From an optimization exercise on the open Yosys and OpenROAD flow, aimed at small area; shortcuts taken in it are not production practice. Only simulation tests tie the RTL to the original design; equivalence was not proved.

<file path="flow/run.sh">
#!/bin/bash
# synth_recipe.tcl (not shown) runs the flow's synth.tcl, then flattens the netlist and writes it again
# the make line also repeats each setting of config.mk as NAME=value (left out here)
make -C /OpenROAD-flow-scripts/flow DESIGN_CONFIG=/design/flow/config.mk WORK_HOME=/design/flow/orfs CLKGATE_MAP_FILE= SYNTH_SCRIPT=/design/flow/synth_recipe.tcl finish
</file>
<file path="flow/config.mk">
export PLATFORM = sky130hd
export DESIGN_NAME = SPA_FPGA
export DESIGN_NICKNAME = SPA_FPGA
export VERILOG_FILES = /design/flow/design.v
export SDC_FILE = /design/flow/constraint.sdc
export NUM_CORES = 4
export LEC_CHECK = 0
export CAP_MARGIN = 20
export CORE_MARGIN = 2
export CORE_UTILIZATION = 25
export PLACE_DENSITY = 0.45
export SLEW_MARGIN = 20
</file>
<file path="flow/design.v">
`timescale 1ns / 1ps
 module SPA_FPGA(
 input in0 , in1 , in2 , in3,
 input reset , run_source , run_dest , run_cost , clock,
 output out0 , out1 , out2 , out3
 );
 wire [3:0] in , out;
  assign in = {in3 , in2 , in1 , in0};
  SPA F(in ,  reset, run_source , run_dest , run_cost , clock , out); 
  assign out0 = out[0]; 
  assign out1 = out[1];
  assign out2 = out[2];
  assign out3 = out[3];
   endmodule  
   module SPA(
   input [3:0] in , 
   input reset , run_source , run_dest , run_cost, clock ,
   output reg [3:0] out
   );    
   parameter VERTICES = 4;
   parameter EDGES = 5;
   reg [4:0] D[VERTICES :0][VERTICES-1 :0][VERTICES-1 : 0];   
   reg [4:0] E[EDGES-1 :0][2 : 0];    
  reg [4:0]  i,j,k,x ;    
   parameter S0 = 5'b00000,
          S1 = 5'b00001,
          S2 = 5'b00010,
          S3 = 5'b00011,
          S4 = 5'b00100,
          S5 = 5'b00101,
          S6 = 5'b00110,
          S7 = 5'b00111,
          S8 = 5'b01000,
          S9 = 5'b01001,
          S10 = 5'b01010,
          S11 = 5'b01011,
          S12 = 5'b01100,
          S13 = 5'b01101,
          S14 = 5'b01110,
          S15 = 5'b01111,
          S16 = 5'b10000,
          S17 = 5'b10001,
          S18 = 5'b10010,
          S19 = 5'b10011,
          S20 = 5'b10100;
   reg [4:0]  next_state, state;
  reg [4:0] source , dest;    
   always @(posedge clock)
   begin
        if(reset)
             state <= S0;
         else
             state <= next_state;
         if(run_source)
             source <= {1'b0 , in} - 5'b00001;
         if(run_dest)
             dest <= {1'b0 , in} - 5'b00001;
   end
 always @(posedge clock)
 begin
        case(state)
        S0 : begin 
                    i = 0; j = 0; k = 0; x = 0; out = 0; 
             end
        S1 : begin 
                   E[x][0] = {1'b0 , in} - 5'b00001; out = 0;
             end
        S2 : begin
                  out = 0;
             end
        S3 : begin 
                    E[x][1] =  {1'b0 , in} - 5'b00001; out = 0;
                end    
        S4 : begin 
                    out = 0;
                end  
        S5 : begin
                    E[x][2] = {1'b0 , in}; out = 0;
                end
        S6 : begin x = x+1; out = 0; end
        S7 : out = 0;
        S8 : begin
                  out = 0;
                if(i == j)
                  D[0][i][j] = 0;
                else
                 D[0][i][j] = 31;
              end
        S9 : begin
                out = 0; j = j +1;
                end
        S10 : begin i = i+1; j = 0; out = 0; end
        S11 : begin
                  i = 0; j = 0; k = 0; x = 0; out = 0;
                  end
        S12 : begin D[0][E[x][0]][E[x][1]] = E[x][2]; out = 0; end
        S13 :begin  x = x + 1; out = 0; end
        S14 : k = 1;
        S15 :  begin
                     if(D[k-1][i][k-1] == 31)  
                            D[k][i][j] = D[k-1][i][j];
                     else if(D[k-1][k-1][j] == 31)  
                            D[k][i][j] = D[k-1][i][j];
                     else if({1'b0 , D[k-1][i][j]} > {1'b0 , D[k-1][i][k-1]} + {1'b0 , D[k-1][k-1][j]})
                            D[k][i][j] = D[k-1][i][k-1] + D[k-1][k-1][j];
                     else
                            D[k][i][j] = D[k-1][i][j];
                   end
          S16 : j = j + 1;
          S17 : begin j = 0; i = i + 1;end
          S18 :begin j = 0; i = 0; k = k + 1;end
          S19 : begin i = 0; j = 0; k = 0; x = 0; end
          S20 : out = D[VERTICES][source][dest];
        endcase
 end
 always @(*)
 begin
 if(state == S0)
        begin
                if(run_source)
                   next_state <= S1;
                else
                    next_state <= S0;
        end
 else if(state == S1)
        begin
                      next_state <= S2;
        end
 else if(state == S2)
        begin
                if(run_dest)
                      next_state <= S3;
                      else
                      next_state <= S2;
        end
 else if(state == S3)
        begin
                       next_state <= S4;       
        end
 else if(state == S4)
        begin
            if(run_cost)
            next_state <= S5;
            else 
            next_state <= S4;
        end
 else if(state == S5)
        begin
        if(run_cost == 1)
         next_state <= S5;
            else if(x == EDGES - 1)
               next_state <= S8;
            else
              next_state <= S6;
        end
 else if(state == S6)
        begin
           next_state <= S7;
        end
 else if(state == S7)
        begin
        if(run_source)
          next_state <= S1;
          else
          next_state <= S7;
        end
  else if(state == S8)
        begin
            if(j != VERTICES -1 )
             next_state <= S9;
             else if(i != VERTICES - 1)
             next_state <= S10;
             else
             next_state <= S11;
        end
  else if(state == S9 || state == S10)
             next_state <= S8;
  else if(state == S11)
             next_state <= S12;
  else if(state == S12)
            begin
             if( x != EDGES - 1)
              next_state <= S13;
              else
               next_state <= S14;
            end   
  else if(state == S13)
            begin
            next_state <= S12;
            end
  else if(state == S14)
            next_state <= S15;
   else if(state == S15)
            begin
             if( j != VERTICES -1)
             next_state <= S16;
             else if(i != VERTICES - 1)
             next_state <= S17;
             else if(k != VERTICES)
             next_state <= S18;
             else
             next_state <= S19;
            end
  else if(state == S16 || state == S17 || state == S18)
            next_state <= S15;
  else if(state == S19)
            begin
                if(run_cost)
                next_state <= S20;
                else
                next_state <= S19;
            end
  else
      next_state <= S19;
 end
   endmodule
</file>
<file path="flow/constraint.sdc">
create_clock -name core_clock -period 10.0 [get_ports {clock}]
set_input_delay 2.0000 -clock core_clock [delete_from_list [all_inputs] [get_ports {clock}]]
set_output_delay 2.0000 -clock core_clock [all_outputs]
set_load 0.01 [all_outputs]
</file>
==> key figures, run 1 <==
Logic synthesis
  • Mapped cell area: ~0.043 mm^2
  • Yosys cell types: 94
  • Post-synthesis sequential area ratio: a little over a third
  • Post-Syn Instances: between 4000 and 5000
  • Syn Nets: a little under 5000
  • Most used DFF post-synth: edfxtp_1
  • Synth warn: 3
  • Syn avg cell area: roughly 9 um^2
  • EDFF count, synth: around 510
  • Post-synth ARST share: 0%
  • #FFs+latches synth: around 500

Timing
  • Setup-failing EPs final: 0
  • Worst slew margin: between 10% and 20%
  • Hold Vio Cnt, Final: 0
  • Max Transition Viols Final: 0
  • Hold slack: around 630 ps
  • Final setup margin: 268.5 ps
  • Highest clock rate: around 100 MHz
  • RSZ-0062 raised after global routing: false
  • Final clock skew: between 20 and 30 ps
  • Final period util: 97.32%
  • Fin Setup TNS: 0 ps
  • Post-route minimum period: between 9000 and 10000 ps
  • Worst-Margin Slew: about 1200 ps

Detailed routing
  • DRT antenna net count: 0
  • DRC Markers: 0
  • Routed vias: 49045
  • Via density: ~6.9
  • Final WL: between 300000 and 400000 um
  • 1st-iter DRT viols: around 9600
  • Drt wl/cell: between 40 and 50 um
  • First-pass DRT Iterations: 12

Status
  • Status: timing/DRC/antenna clean

CTS
  • TritonCTS Buffers: between 60 and 70
  • Post-CTS setup buffers: 0
  • Clock-pin slew on the worst setup and hold paths: approximately 60 ps
  • CTS resizes: 0
  • Clock Sinks: ~510
  • CTS H-Tree Depth: 3
  • Worst-Skew Late Latency: approximately 720 ps
  • Hold Buf Count CTS: 0
  • Longest Clk Path Bufs: 3
  • CTS root buf: clkbuf_16
  • CTS tree: done

Global routing
  • Tot GR Track Use: between 30% and 40%
  • Largest net degree at the start of global routing: 68
  • GR Overflow Total: 0
  • Vias in the first global route: around 45000
  • Initial antenna violation count: 32
  • First-pass GRT wire length: 419700 um

Worst setup path
  • Slowest-stage cell, CP: a2111oi_0
  • CP Launch Type: flop
  • Max incr delay on CP: between 1000 and 1500 ps
  • CP Class: flop to flop
  • Worst Path Arrival: about 10000 ps
  • Cell mode on critical path: ha_1
  • Setup crit end kind: flop
  • Crit-path max FO: 34
  • Worst Path Required: 10340 ps

Finish
  • Share of cells above drive strength 1: a little over an eighth
  • Final Instance Count excl. Fillers: 7114
  • Syn-to-layout area delta: 15.50%
  • Final Net Count: 4838

Flow run
  • Max cap viols: 0

Placed design
  • Dpl ws: 440.6 ps
  • RePlAce Congestion: approximately 1.1
  • Count of input and output buffers: 12
  • DP Cell Count: 6982
  • Final HPWL DP: 228600 um

Floorplanning
  • Die Wd: between 400 and 500 um
  • Die Ht: about 420 um
  • Initial Util: around a quarter
  • Num ports: 13
  • Die ar.: around 0.18 mm^2
  • Core Region: ~0.17 mm^2
  • Row count: approximately 150

Hold path
  • Hold WC Path Type: flop to flop
[routing by layer]
layer | GRT usage (%) | wire length [um]
met1 | 44.57 | 125000
met2 | 47.86 | 124400
met3 | 13.03 | 41090
met4 | 21.71 | 24580
met5 | 0.4101 | 267
[logic make-up (layout without fill, tap and decap cells)]
logic type,after synthesis,in the layout,synth area share (%)
mux,509,509,12.02
buf+inv,578,561,5.417
compound gates,1947,1947,30.39
simple gates,1079,1079,11.71
flops,514,514,35.43
other cells,0,12,0
xor+xnor,96,96,2.334
fa+ha+maj,86,86,2.703
[worst paths after layout]
check                     to  depth (start not counted)    from  slack, ps
hold / removal        F.x[4]                          2  F.x[4]        630
setup reg to reg  F.D[29][1]                         27  F.k[0]        270
setup / recovery  F.D[29][1]                         27  F.k[0]        270
hold reg to reg       F.x[4]                          2  F.x[4]        630
[cells in the mapped netlist (17+ instances only)]
master | number | share of area, %
o21ai_0 | 517 | 6.0
edfxtp_1 | 509 | 35
mux2i_1 | 463 | 11
nand2_1 | 390 | 3.4
clkbuf_1 | 327 | 2.8
a22oi_1 | 272 | 4.7
a21oi_1 | 231 | 2.7
nor2_1 | 207 | 1.8
nand3_1 | 172 | 2.0
a31oi_1 | 106 | 1.5
a221oi_1 | 100 | 2.0
a22o_1 | 98 | 2.0
o21ai_1 | 90 | 1.0
buf_2 | 80 | 0.92
a211oi_1 | 77 | 1.3
a222oi_1 | 76 | 1.8
ha_1 | 73 | 2.1
inv_1 | 65 | 0.56
nor3_1 | 64 | 0.74
buf_1 | 53 | 0.46
a2111oi_0 | 52 | 1.0
o22ai_1 | 50 | 0.72
xnor2_1 | 45 | 0.91
clkbuf_2 | 42 | 0.48
a32oi_1 | 41 | 0.83
and3_1 | 40 | 0.58
mux2_2 | 40 | 1.0
xor2_1 | 36 | 0.73
nand4_1 | 35 | 0.50
nor2b_1 | 31 | 0.45
nand2b_1 | 26 | 0.37
a21o_1 | 25 | 0.43
o211ai_1 | 23 | 0.40
a32o_1 | 17 | 0.39
and2_1 | 17 | 0.24
[layout by cell type, fill, tap and decap left out, types with 26 or more instances in the layout]
| cell | n |
|---|---|
| a221oi_1 | 100 |
| edfxtp_1 | 509 |
| a22o_1 | 98 |
| mux2i_1 | 462 |
| buf_4 | 334 |
| a211oi_1 | 76 |
| xnor2_1 | 40 |
| clkbuf_16 | 67 |
| nand2b_1 | 26 |
| and3_1 | 40 |
| nand4_1 | 35 |
| a21oi_1 | 230 |
| ha_1 | 59 |
| o21ai_0 | 515 |
| xor2_1 | 34 |
| nor2_1 | 184 |
| mux2_2 | 36 |
| a32oi_1 | 41 |
| o21ai_1 | 92 |
| a22oi_1 | 272 |
| a31oi_1 | 106 |
| a2111oi_1 | 29 |
| nor2b_1 | 27 |
| buf_12 | 26 |
| o22ai_1 | 50 |
| nand2_1 | 389 |
| a222oi_1 | 76 |
| inv_1 | 65 |
| nor3_1 | 61 |
| nand3_1 | 170 |
[sequential cells by signal, indices dropped and copies added (netlist names)]
register and cells:
F.out 4, F.D 400, F.dest 5, F.E 75, F.source 5, F.j 5
F.i 5, F.state 5, F.x 5, F.k 5
[through the flow]
| step | instance area (um^2) | util [%] |
|---|---|---|
| floorplan | 43430 | - |
| global placement | 47830 | 27.79 |
| detailed placement | 47840 | 27.79 |
| CTS | 49970 | 29.03 |
| global route | 50130 | 29.13 |
| finish | 50160 | 29.14 |
[worst max-delay path, delay by kind of cell, from the launching register on]
family	cells	cell delay, ps
AO/OA/AOI/OAI	8	3100
XOR/XNOR	3	870
adder cells (fa/ha/maj)	6	2210
buffers and inverters	6	1220
flip-flops	1	380
multiplexers	1	360
AND/OR/NAND/NOR	3	1040
[final cells by class]
type | instances | area, um^2
Timing Repair Buffer | 374 | 3203
Fill cell | 18227 | 122000
Inverter | 69 | 259.0
Clock buffer | 77 | 1714
Multi-Input combinational cell | 3717 | 26260
Sequential cell | 514 | 15380
Clock inverter | 41 | 414.1
Antenna cell | 12 | 30.03
Tap cell | 2310 | 2890
==> run 2: changes to the inputs <==
==> flow/design.v (replaced) <==
`timescale 1ns / 1ps
module SPA_FPGA(
  input in0, in1, in2, in3,
  input reset, run_source, run_dest, run_cost, clock,
  output out0, out1, out2, out3
);
  wire [3:0] in = {in3, in2, in1, in0};
  reg [19:0] r0, r1, r2, r3;    
  reg [6:0]  h;
  reg [1:0]  j;
  reg        f;                 
  reg [4:0]  a;                 
  reg [3:0]  o;
  reg [1:0]  src, dst;
  wire compute = h[5];
  wire query   = h[6];
  wire load    = ~h[6] & ~h[5];
  wire ph      = h[0];
  wire [1:0] ii = h[2:1];
  wire [1:0] kk = h[4:3];
  wire init    = ~h[6] & ~h[5] & ~h[2] & ~h[0];
  wire [1:0] rsel = compute ? ii : src;
  wire [1:0] csel = compute ? kk : dst;
  wire match = (j == csel);
  reg [4:0] rm, km;
  always @(*) begin
    case (rsel)
      2'd0: rm = r0[4:0];
      2'd1: rm = r1[4:0];
      2'd2: rm = r2[4:0];
      default: rm = r3[4:0];
    endcase
    case (kk)
      2'd0: km = r0[4:0];
      2'd1: km = r1[4:0];
      2'd2: km = r2[4:0];
      default: km = r3[4:0];
    endcase
  end
  wire [5:0] sum = {1'b0, a} + {1'b0, km};
  wire relax = sum < {1'b0, rm};
  wire wload = f & ~run_cost & match & ~query;
  wire we = wload | (compute & ph & relax);
  wire [4:0] wd = compute ? sum[4:0] : a;
  function [4:0] tail(input [1:0] n, input [4:0] head);
    if (we && rsel == n) tail = wd;
    else if (init) tail = (j == n) ? 5'd0 : 5'd31;
    else tail = head;
  endfunction
  always @(posedge clock) begin
    r0 <= {tail(2'd0, r0[4:0]), r0[19:5]};
    r1 <= {tail(2'd1, r1[4:0]), r1[19:5]};
    r2 <= {tail(2'd2, r2[4:0]), r2[19:5]};
    r3 <= {tail(2'd3, r3[4:0]), r3[19:5]};
    if (reset) j <= 2'd0;
    else j <= j + 2'd1;
    if (reset) h <= 7'd26;
    else if (wload | (j == 2'd3 & ~h[6] & (h[5] | (&h[4:0])))) h <= h + 7'd1;
    f <= ~reset & (run_cost | (f & ~match & ~query));
    if (load & run_cost) a <= {1'b0, in};
    else if (match & (query | (compute & ~ph))) a <= rm;
    if (reset) o <= 4'd0;
    else if (f & query) o <= a[3:0];
    if (run_source) src <= in[1:0];
    if (run_dest) dst <= in[1:0];
  end
  assign {out3, out2, out1, out0} = o;
endmodule
--- a/flow/config.mk
+++ b/flow/config.mk
@@ -6,7 +6,8 @@
 export NUM_CORES = 4
 export LEC_CHECK = 0
+export ABC_AREA = 1
 export CAP_MARGIN = 20
 export CORE_MARGIN = 2
-export CORE_UTILIZATION = 25
-export PLACE_DENSITY = 0.45
+export CORE_UTILIZATION = 45
+export PLACE_DENSITY = 0.6
 export SLEW_MARGIN = 20
==> key figures, run 2 <==
Status
  • Status: timing/DRC/antenna clean

Timing
  • RSZ-0062 raised after global routing: false
  • Final period util: about two fifths
  • Post-route minimum period: 3827 ps
  • Hold slack: between 300 and 400 ps
  • Hold Vio Cnt, Final: 0
  • Final clock skew: between 10 and 15 ps
  • Worst slew margin: a little over a third
  • Highest clock rate: between 200 and 300 MHz
  • Fin Setup TNS: 0 ps
  • Worst-Margin Slew: roughly 960 ps
  • Setup-failing EPs final: 0
  • Max Transition Viols Final: 0

CTS
  • Post-CTS setup buffers: 0
  • TritonCTS Buffers: 9
  • CTS H-Tree Depth: 3
  • Clock-pin slew on the worst setup and hold paths: around 100 ps
  • Longest Clk Path Bufs: 2
  • Worst-Skew Late Latency: 370 ps
  • CTS resizes: 0
  • Clock Sinks: slightly above 100
  • CTS root buf: clkbuf_8
  • CTS tree: done
  • Hold Buf Count CTS: 0

Logic synthesis
  • Most used DFF post-synth: dfxtp_1
  • EDFF count, synth: 8
  • Mapped cell area: 0.003856 mm^2
  • Yosys cell types: 33
  • Synth top area share: 49.32%
  • #FFs+latches synth: 103
  • Syn Nets: 461
  • Yosys top cell by area: dfxtp_1
  • Synth top area cells: dfxtp_1 (49%), nand2_1 (10%), o21ai_0 (6.6%), edfxtp_1 (6.2%), inv_1 (5.5%)
  • Synth cell count leaders: nand2_1 (103), dfxtp_1 (95), inv_1 (56), o21ai_0 (51), nand3_1 (33)
  • Synth warn: 1
  • Post-Syn Instances: 436
  • Most frequent cell after synthesis: nand2_1
  • Syn avg cell area: 8.844 um^2
  • Post-synth ARST share: 0%
  • Post-synthesis sequential area ratio: 55.55%

Worst setup path
  • Crit path max-delay family: simple AND/OR/NAND/NOR gates
  • CP Cell Sequence: inv_1, nor2_1, nand2_1, nand3_1, o21ai_0, inv_1, ha_1, inv_1, fa_1, o21ai_0, xor2_1, ha_1, nor4_1, o21ai_0, a21oi_1, nand2_2, nand2_4, nand2_1, nand2_1, nand2_1
  • Worst Path Arrival: approximately 4000 ps
  • CP Class: flop to flop
  • Crit-path max FO: 24
  • Worst Path Required: around 10000 ps
  • WP buf/inv: 3
  • Max incr delay on CP: about 530 ps
  • Slowest-stage cell, CP: dfxtp_1
  • Setup crit end kind: flop
  • CP Launch Type: flop
  • Cell mode on critical path: nand2_1

Floorplanning
  • Core Region: 0.008258 mm^2
  • Initial Util: approximately 47%
  • Die ar.: slightly above 0.009 mm^2
  • Die Wd: approximately 97 um
  • Die Ht: between 90 and 100 um
  • Row count: 33
  • Num ports: 13

Finish
  • Syn-to-layout area delta: 10.55%
  • Final Net Count: about 480
  • Share of cells above drive strength 1: under 10%
  • Commonest non-fill, non-tap cell in the layout: nand2_1
  • ANT cells: 0
  • Commonest non-fill, non-tap cells in the layout: nand2_1 (103), dfxtp_1 (95), inv_1 (56)
  • # fillers: about 810
  • Post-Route Utilization: 51.62%

Detailed routing
  • Routed vias: about 2700
  • Drt wl/cell: 14.17 um
  • 1st-iter DRT viols: ~120
  • First-pass DRT Iterations: 6
  • DRT antenna net count: 0
  • Via density: 4.874
  • DRC Markers: 0
  • Final WL: approximately 8000 um

Global routing
  • First-pass GRT wire length: ~13000 um
  • Tot GR Track Use: 18.87%
  • Vias in the first global route: between 2000 and 3000
  • Largest net degree at the start of global routing: 25
  • GR Overflow Total: 0
  • Initial antenna violation count: 0

Placed design
  • Count of input and output buffers: 12
  • Final HPWL DP: 5811 um
  • RePlAce Congestion: ~0.84

Flow run
  • Max cap viols: 0

Hold path
  • Hold WC Path Type: flop to flop
run 2: cell types whose count changed after synthesis, sizes merged, moves of 137 or more:
cell    previous run  this run
a21oi            240        11
a22oi            272         0
clkbuf           369         3
edfxtp           509         8
mux2i            463         0
nand2            390       112
nand3            172        35
nor2             207        16
o21ai            607        54
run 2: area by class of cell:
class	instances	area (um^2)	share of cell area, %
well taps	105	131.4	3.082
multi-input cells	265	1429	33.52
inverters	60	225.2	5.283
flip-flops and latches	103	2142	50.25
clock inverters	5	66.31	1.556
clock buffers	11	141.4	3.317
repair buffers	13	127.6	2.994
run 2: logic make-up after synthesis:
logic type      Yosys count  synth area share [%]
simple gates            174                 20.67
flops                   103                 55.55
compound gates           71                 10.09
buf+inv                  68                 7.397
fa+ha+maj                16                 5.386
xor+xnor                  4                0.9087
run 2: routing by layer:
metal	track usage, %	vias to the layer above	wire, um
met5	0	-	0
met4	6.573	0	133
met3	4.189	11	359
met2	28.36	49	3388
met1	26.77	1250	4080
li1	-	1429	-
run 2: worst paths after layout:
kind	startpoint	to	slack [ps]	cells after the start
min	r0[16]	r0[11]	320	0
min reg2reg	r0[16]	r0[11]	320	0
max reg2reg	h[3]	r2[17]	6170	20
max	h[3]	r2[17]	6170	20
run 2: stage by stage:
stage / area [um^2] / setup slack, ps / std cells
4_1_cts: 4263 / 6189 / 562
2_1_floorplan: 3856 / 7008 / 436
6_report: 4263 / 6173 / 562
5_1_grt: 4263 / 5726 / 562
3_5_place_dp: 4055 / 6194 / 546
3_3_place_gp: 4055 / 6198 / 546

-- port drivers added, routing unchanged --
The flow's constraints put no driver on any port. The routed layouts listed below were extracted and timed again, unchanged, in two steps.
Step 1 sets driving cells, clkbuf_16 on the clock port and buf_2 on the other inputs (assumed; they add their load-dependent delay and slew).
Step 2 moves the port delays by t, midway between the first and last clock arrival at a register: inputs arrive t later, outputs are due t later. That takes back most of the time a late clock gives input paths.
Slacks: ideal / step 1 / step 2; pairs: ideal / step 1.
| run | t (ns) | setup slack, ns | latest minus earliest clock arrival (ns) | slew at the worst register clock pin (ns) | pins driven straight from the clock port |
|---|---|---|---|---|---|
| run 1 | 0.796 | 0.268 / 0.268 / 0.268 | 0.027 / 0.027 | 0.07 / 0.07 | 1 |
| run 2 | 0.395 | 6.173 / 6.173 / 6.173 | 0.015 / 0.015 | 0.10 / 0.10 | 1 |
After both steps setup and hold are still met in every run listed.
